Background: an optimization exercise with open tools, aiming at small area, a short achievable clock period and few clock cycles per item. Do not read the settings as production practice.
RTL that was checked went through simulation tests only; none was proved equivalent to the original.

## xtea_top
module xtea_top(
    input clock, reset, cfg, start,
    input[127:0] data_i, key,
    output busy, ready,
    output[127:0] data_o
);
Settings: LEC_CHECK=0, CAP_MARGIN=20, CORE_MARGIN=2, CORE_UTILIZATION=70, SETUP_SLACK_MARGIN=5, SLEW_MARGIN=20; clock period 10.0 ns.
run.sh (not shown) runs the stock make flow with config.mk's settings and CLKGATE_MAP_FILE= SYNTH_SCRIPT=/design/flow/synth_recipe.tcl, a recipe that flattens the netlist after the stock synthesis.
Rerun with:
==> flow/flow/run.sh (new file) <==
#!/bin/bash
# Standard layout, except that the port buffers are the smallest buffer.
set -euo pipefail
export BUFFER_PORTS_ARGS="-buffer_cell sky130_fd_sc_hd__buf_1"
bash standard.sh > standard.log 2>&1
==> flow/standard.sh (new file) <==
#!/bin/bash
# synth_recipe.tcl (not shown) runs the flow's synth.tcl, then flattens the netlist and writes it again
# the make line also repeats each setting of config.mk as NAME=value (left out here)
make -C /OpenROAD-flow-scripts/flow DESIGN_CONFIG=/design/flow/config.mk WORK_HOME=/design/flow/orfs CLKGATE_MAP_FILE= SYNTH_SCRIPT=/design/flow/synth_recipe.tcl "${@:-finish}"
- SETUP_SLACK_MARGIN: 5 -> unset
removed: flow/run.sh
The changed run produced a clean layout.
Wire length came out lower by 23%.
Global-route usage came out lower by 9.2 points.
Worst hold slack loses 5.3 ps.
Via count came out lower by about 12%.
Critical path depth came out higher by 4.
Die area does not change.
No run of this note included a check of the RTL's function; only the layout flow was run.

* * *

Setup of before:
Another version of the RTL of xtea_top (not shown whole).
Size in the first run: about 2200 cells after synthesis, ~340 flip-flops.
Settings: LEC_CHECK=0, CAP_MARGIN=20, CORE_MARGIN=2, CORE_UTILIZATION=60, SLEW_MARGIN=20, SYNTH_HIERARCHICAL=1; clock period 10.0 ns.
standard.sh (not shown) runs the stock make flow with config.mk's settings and CLKGATE_MAP_FILE= SYNTH_SCRIPT=/design/flow/synth_recipe.tcl, a recipe that flattens the netlist after the stock synthesis.
==> flow/flow/run.sh <==
#!/bin/bash
# Standard layout, except that the port buffers are the smallest buffer and
# timing repair aims well below the clock period.
set -euo pipefail
export BUFFER_PORTS_ARGS="-buffer_cell sky130_fd_sc_hd__buf_1"
bash standard.sh SETUP_SLACK_MARGIN=6.0 finish > standard.log 2>&1
The flow did not stop early for before: all stages ran, and the layout cleared the timing, DRC and antenna checks.
Modified inputs, after compared to before
# before
export LEC_CHECK = 0
export CAP_MARGIN = 20
export CORE_MARGIN = 2
export CORE_UTILIZATION = 60
export SLEW_MARGIN = 20
export SYNTH_HIERARCHICAL = 1
create_clock -name core_clock -period 10.0 [get_ports {clock}]
# after
export LEC_CHECK = 0
export CAP_MARGIN = 20
export CORE_MARGIN = 2
export CORE_UTILIZATION = 60
export CTS_BUF_LIST = sky130_fd_sc_hd__clkbuf_4 sky130_fd_sc_hd__clkbuf_8
export SLEW_MARGIN = 20
export SYNTH_HIERARCHICAL = 1
create_clock -name core_clock -period 10.0 [get_ports {clock}]
-- flow/flow/run.sh --
<<< before, line 5
export BUFFER_PORTS_ARGS="-buffer_cell sky130_fd_sc_hd__buf_1"
bash standard.sh SETUP_SLACK_MARGIN=6.0 finish > standard.log 2>&1
>>> after, line 5
export BUFFER_PORTS_ARGS="-buffer_cell sky130_fd_sc_hd__buf_1"
bash standard.sh SETUP_SLACK_MARGIN=6.3 finish > standard.log 2>&1
## What came out
Comparing after and before, layout overhead on the synthesized area is higher on after.
No functional check of the RTL was part of any run of this note.

* * *

== job 3912 ==
xtea_top, a different RTL version from the one above (not shown whole).
Size in the first run: ~2,400 cells after synthesis, about 390 I/O pins, ~23,000 sq um of cells after synthesis.
Settings: LEC_CHECK=0, CAP_MARGIN=20, CORE_MARGIN=2, CORE_UTILIZATION=60, SLEW_MARGIN=20, SYNTH_HIERARCHICAL=1; clock period 10.0 ns.
==> flow/flow/run.sh <==
#!/bin/bash
# Standard layout, except that the port buffers are the smallest buffer and
# timing repair aims well below the clock period.
set -euo pipefail
export BUFFER_PORTS_ARGS="-buffer_cell sky130_fd_sc_hd__buf_1"
bash standard.sh SETUP_SLACK_MARGIN=6.3 finish > standard.log 2>&1
In summary, job 3912 completed successfully, with a layout that passed the timing, DRC and antenna checks.
Testbench counts of job 3912, summed over its fixed seeds: cycles 21,440, ops 320.
Input changes introduced in job 6783 (baseline for comparison: job 3912):
--- a/flow/flow/run.sh
+++ b/flow/flow/run.sh
@@ -5,2 +5,2 @@
 export BUFFER_PORTS_ARGS="-buffer_cell sky130_fd_sc_hd__buf_1"
-bash standard.sh SETUP_SLACK_MARGIN=6.3 finish > standard.log 2>&1
+bash standard.sh SETUP_SLACK_MARGIN=7 finish > standard.log 2>&1
## What came out
Fmax for job 6783 is higher than for job 3912. Going from job 3912 to job 6783, final design utilization saw an increase; via count went up; number of buffers other than clock buffers in the final layout grew by 243. Compared with job 3912, in job 6783 net count reported at finish climbed 8.1%, global-route usage climbed 4.2 points, area used by multi-input combinational logic climbed 12%, wire length climbed about 22%.
What job 6665 does differently from job 6783 at the input level:
--- a/flow/flow/run.sh
+++ b/flow/flow/run.sh
@@ -5,2 +5,2 @@
 export BUFFER_PORTS_ARGS="-buffer_cell sky130_fd_sc_hd__buf_1"
-bash standard.sh SETUP_SLACK_MARGIN=7 finish > standard.log 2>&1
+bash standard.sh SETUP_SLACK_MARGIN=6.6 finish > standard.log 2>&1
## What came out
- Job 6783 -> job 6665: total non-filler cell area in the finished layout decreased by more than 10%
- Job 6665: flow completed, timing, DRC and antenna clean
- Changes observed in job 6665 relative to job 6783: clock insertion delay at the later pin of the skew report about even; final estimated routing congestion in global placement fell 0.038; buffering overhead fell 7.8 points; final cycle utilization of the critical path about even; worst-case hold slack about even.

* * *

## 10-28
xtea_top, a different RTL version from the one above (not shown whole).
Size in the first run: roughly 2200 cells after synthesis, roughly 340 flip-flops, about 390 I/O pins, ~22000 um2 of cells after synthesis.
clock: 10.0 ns
lec_check: 0
cap_margin: 20
core_margin: 2
core_utilization: 70
cts_cluster_diameter: 100
cts_cluster_size: 30
slew_margin: 20
synth_hierarchical: 1
==> flow/flow/run.sh <==
#!/bin/bash
# Standard layout, except that the port buffers are the smallest buffer and
# timing repair aims well below the clock period.
set -euo pipefail
export BUFFER_PORTS_ARGS="-buffer_cell sky130_fd_sc_hd__buf_1"
bash standard.sh SETUP_SLACK_MARGIN=6.3 finish > standard.log 2>&1
Testbench counts of 10-28, summed over its fixed seeds: cycles 21,440, ops 320.
#### Input delta (11-21 over 10-28)
Settings: a change of CORE_UTILIZATION from 70 to 50.
==> comparison <==
Logic depth of the worst register-to-register path was lower in the run labelled 10-28.
Routed wire in 11-21 totals more than in 10-28.
For share of the synthesized netlist area taken by xor and xnor gates, 11-21 and 10-28 come out practically identical.
In the metrics for 10-28 and 11-21, the one carrying the lower area used by multi-input combinational logic is 11-21.

* * *

Setup of the previous run:
xtea_top, a different RTL version from the one above (not shown whole).
Size in the first run: about 2200 cells after synthesis, roughly 390 I/O pins.
// xtea_top
module xtea_top(
    input clock, reset, cfg, start,
    input[127:0] data_i, key,
    output busy, ready,
    output[127:0] data_o
);
==> flow/config.mk <==
export PLATFORM = sky130hd
export DESIGN_NAME = xtea_top
export DESIGN_NICKNAME = xtea_top
export VERILOG_FILES = /design/flow/design.v
export SDC_FILE = /design/flow/constraint.sdc
export NUM_CORES = 4
export LEC_CHECK = 0
export CAP_MARGIN = 20
export CORE_MARGIN = 2
export CORE_UTILIZATION = 60
export CTS_CLUSTER_DIAMETER = 100
export CTS_CLUSTER_SIZE = 30
export SLEW_MARGIN = 20
export SYNTH_HIERARCHICAL = 1
==> flow/constraint.sdc <==
create_clock -name core_clock -period 10.0 [get_ports {clock}]
set_input_delay 2.0000 -clock core_clock [delete_from_list [all_inputs] [get_ports {clock}]]
set_output_delay 2.0000 -clock core_clock [all_outputs]
set_load 0.01 [all_outputs]
==> flow/flow/run.sh <==
#!/bin/bash
# Standard layout, except that the port buffers are the smallest buffer and
# timing repair aims well below the clock period.
set -euo pipefail
export BUFFER_PORTS_ARGS="-buffer_cell sky130_fd_sc_hd__buf_1"
bash standard.sh SETUP_SLACK_MARGIN=6.45 finish > standard.log 2>&1
Both conditions hold for the previous run: the flow ran to the end and the final layout passed the timing, DRC and antenna checks.
Testbench counts of the previous run, summed over its fixed seeds: cycles 21,440, ops 320.
Inputs modified between the previous run and the current run:
==> flow/flow/run.sh <==
#!/bin/bash
# Standard layout, except that the port buffers are the smallest buffer and
# timing repair aims well below the clock period.
set -euo pipefail
export BUFFER_PORTS_ARGS="-buffer_cell sky130_fd_sc_hd__buf_1"
bash standard.sh SETUP_SLACK_MARGIN=6.3 finish > standard.log 2>&1
--- outcome ---
- The current run — via count of the first global-routing pass 505 lower, the previous run as reference
- From the current run to the previous run, number of H-tree levels did not move at all.
- Fraction of layout cells with a size suffix above 1 in the current run is 3.1 points below the previous run.
- Non-clock buffer area fraction after layout sits lower in the current run than in the previous run.

* * *

== exp/pepper ==
xtea_top with an RTL version that a note above also has.
Size: roughly 2200 cells after synthesis, ~390 I/O pins.
Settings: LEC_CHECK=0, CAP_MARGIN=20, CORE_MARGIN=2, CORE_UTILIZATION=60, CTS_CLUSTER_DIAMETER=100, CTS_CLUSTER_SIZE=30, SLEW_MARGIN=20, SYNTH_HIERARCHICAL=1; clock period 10.0 ns.
==> flow/flow/run.sh <==
#!/bin/bash
# Standard layout, except that the port buffers are the smallest buffer and
# timing repair aims well below the clock period, and synthesis maps for a
# light load (timing repair sizes up what needs it).
set -euo pipefail
export BUFFER_PORTS_ARGS="-buffer_cell sky130_fd_sc_hd__buf_1"
bash standard.sh SETUP_SLACK_MARGIN=6.3 ABC_LOAD_IN_FF=1 finish > standard.log 2>&1
Testbench counts of exp/pepper, summed over its fixed seeds: cycles 21,440, ops 320.
[inputs] exp/yarrow vs exp/pepper
==> flow/flow/run.sh <==
#!/bin/bash
# Standard layout, except that the port buffers are the smallest buffer and
# timing repair aims well below the clock period.
set -euo pipefail
export BUFFER_PORTS_ARGS="-buffer_cell sky130_fd_sc_hd__buf_1"
bash standard.sh SETUP_SLACK_MARGIN=6.3 finish > standard.log 2>&1
### Flow results
- [compare] base=exp/pepper new=exp/yarrow: number of setup violations in the final report flat, die area higher, fraction of standard cell area in multi-input logic rose by 0.98 points.
- exp/pepper reports its highest routing layer actually used as met5 while exp/yarrow reports met4.
- Startpoint of the most critical setup path: b1[1] -> exp/yarrow, b1[10] -> exp/pepper
> inputs changed (exp/yarrow -> exp/tundra)
==> flow/flow/run.sh <==
#!/bin/bash
# Standard layout, except that the port buffers are the smallest buffer and
# timing repair aims well below the clock period, and synthesis maps for a
# light load (timing repair sizes up what needs it).
set -euo pipefail
export BUFFER_PORTS_ARGS="-buffer_cell sky130_fd_sc_hd__buf_1"
bash standard.sh SETUP_SLACK_MARGIN=6.5 ABC_LOAD_IN_FF=1 finish > standard.log 2>&1
==> comparison <==
exp/tundra against exp/yarrow: share of synthesized area spent on multiplexers up 0.21 points. NOTE: post-layout minimum cycle time in exp/tundra falls short of that of exp/yarrow. Diff exp/yarrow -> exp/tundra: final-stage net count rose 44, overall track demand over capacity in global routing rose 0.80 points.

re-timing with driven ports:
In the flow no input, the clock included, has a driving cell. The finished layouts below were timed again as built, in two steps.
Step 1: set_driving_cell puts a clkbuf_16 on clock and a buf_2 on each other input, an assumption about the parent block.
Step 2, shift: input delay + t, output delay - t, t = (earliest + latest rising clock arrival at the registers) / 2. This alone moves slack from input paths to output paths.
a / b / c = no drivers / after step 1 / after step 2; a / b = the first two.
| run | t, ns | setup WS [ns] | hold WS [ns] |
|---|---|---|---|
| the first run of note 1 | 0.591 | 4.841 / 4.841 / 4.841 | 0.504 / 0.504 / 0.504 |
| the second run of note 1 | 0.582 | 4.181 / 4.181 / 4.181 | 0.499 / 0.499 / 0.499 |
| before | 0.617 | 6.138 / 6.138 / 6.138 | 0.490 / 0.490 / 0.490 |
| after | 0.697 | 6.388 / 6.388 / 6.388 | 0.493 / 0.493 / 0.493 |
| job 3912 | 0.613 | 6.435 / 6.410 / 6.435 | 0.498 / 0.498 / 0.498 |
| job 6783 | 0.627 | 6.471 / 6.471 / 6.450 | 0.501 / 0.501 / 0.501 |
| job 6665 | 0.617 | 6.486 / 6.486 / 6.486 | 0.503 / 0.503 / 0.503 |
| 10-28 | 0.580 | 6.361 / 6.361 / 6.361 | 0.540 / 0.540 / 0.540 |
| 11-21 | 0.595 | 6.387 / 6.387 / 6.387 | 0.530 / 0.530 / 0.530 |
| the previous run | 0.583 | 6.376 / 6.376 / 6.376 | 0.488 / 0.488 / 0.488 |
| the current run | 0.589 | 6.360 / 6.360 / 6.360 | 0.498 / 0.498 / 0.498 |
| exp/pepper | 0.589 | 6.268 / 6.268 / 6.268 | 0.534 / 0.534 / 0.534 |
| exp/yarrow | 0.592 | 6.415 / 6.398 / 6.415 | 0.538 / 0.538 / 0.538 |
| exp/tundra | 0.601 | 6.434 / 6.434 / 6.434 | 0.513 / 0.513 / 0.513 |
After both steps setup and hold are still met in every run listed. The setup slack of job 6783, which loses most, moves by 0.000 ns with the drivers and by -0.021 ns with both steps.
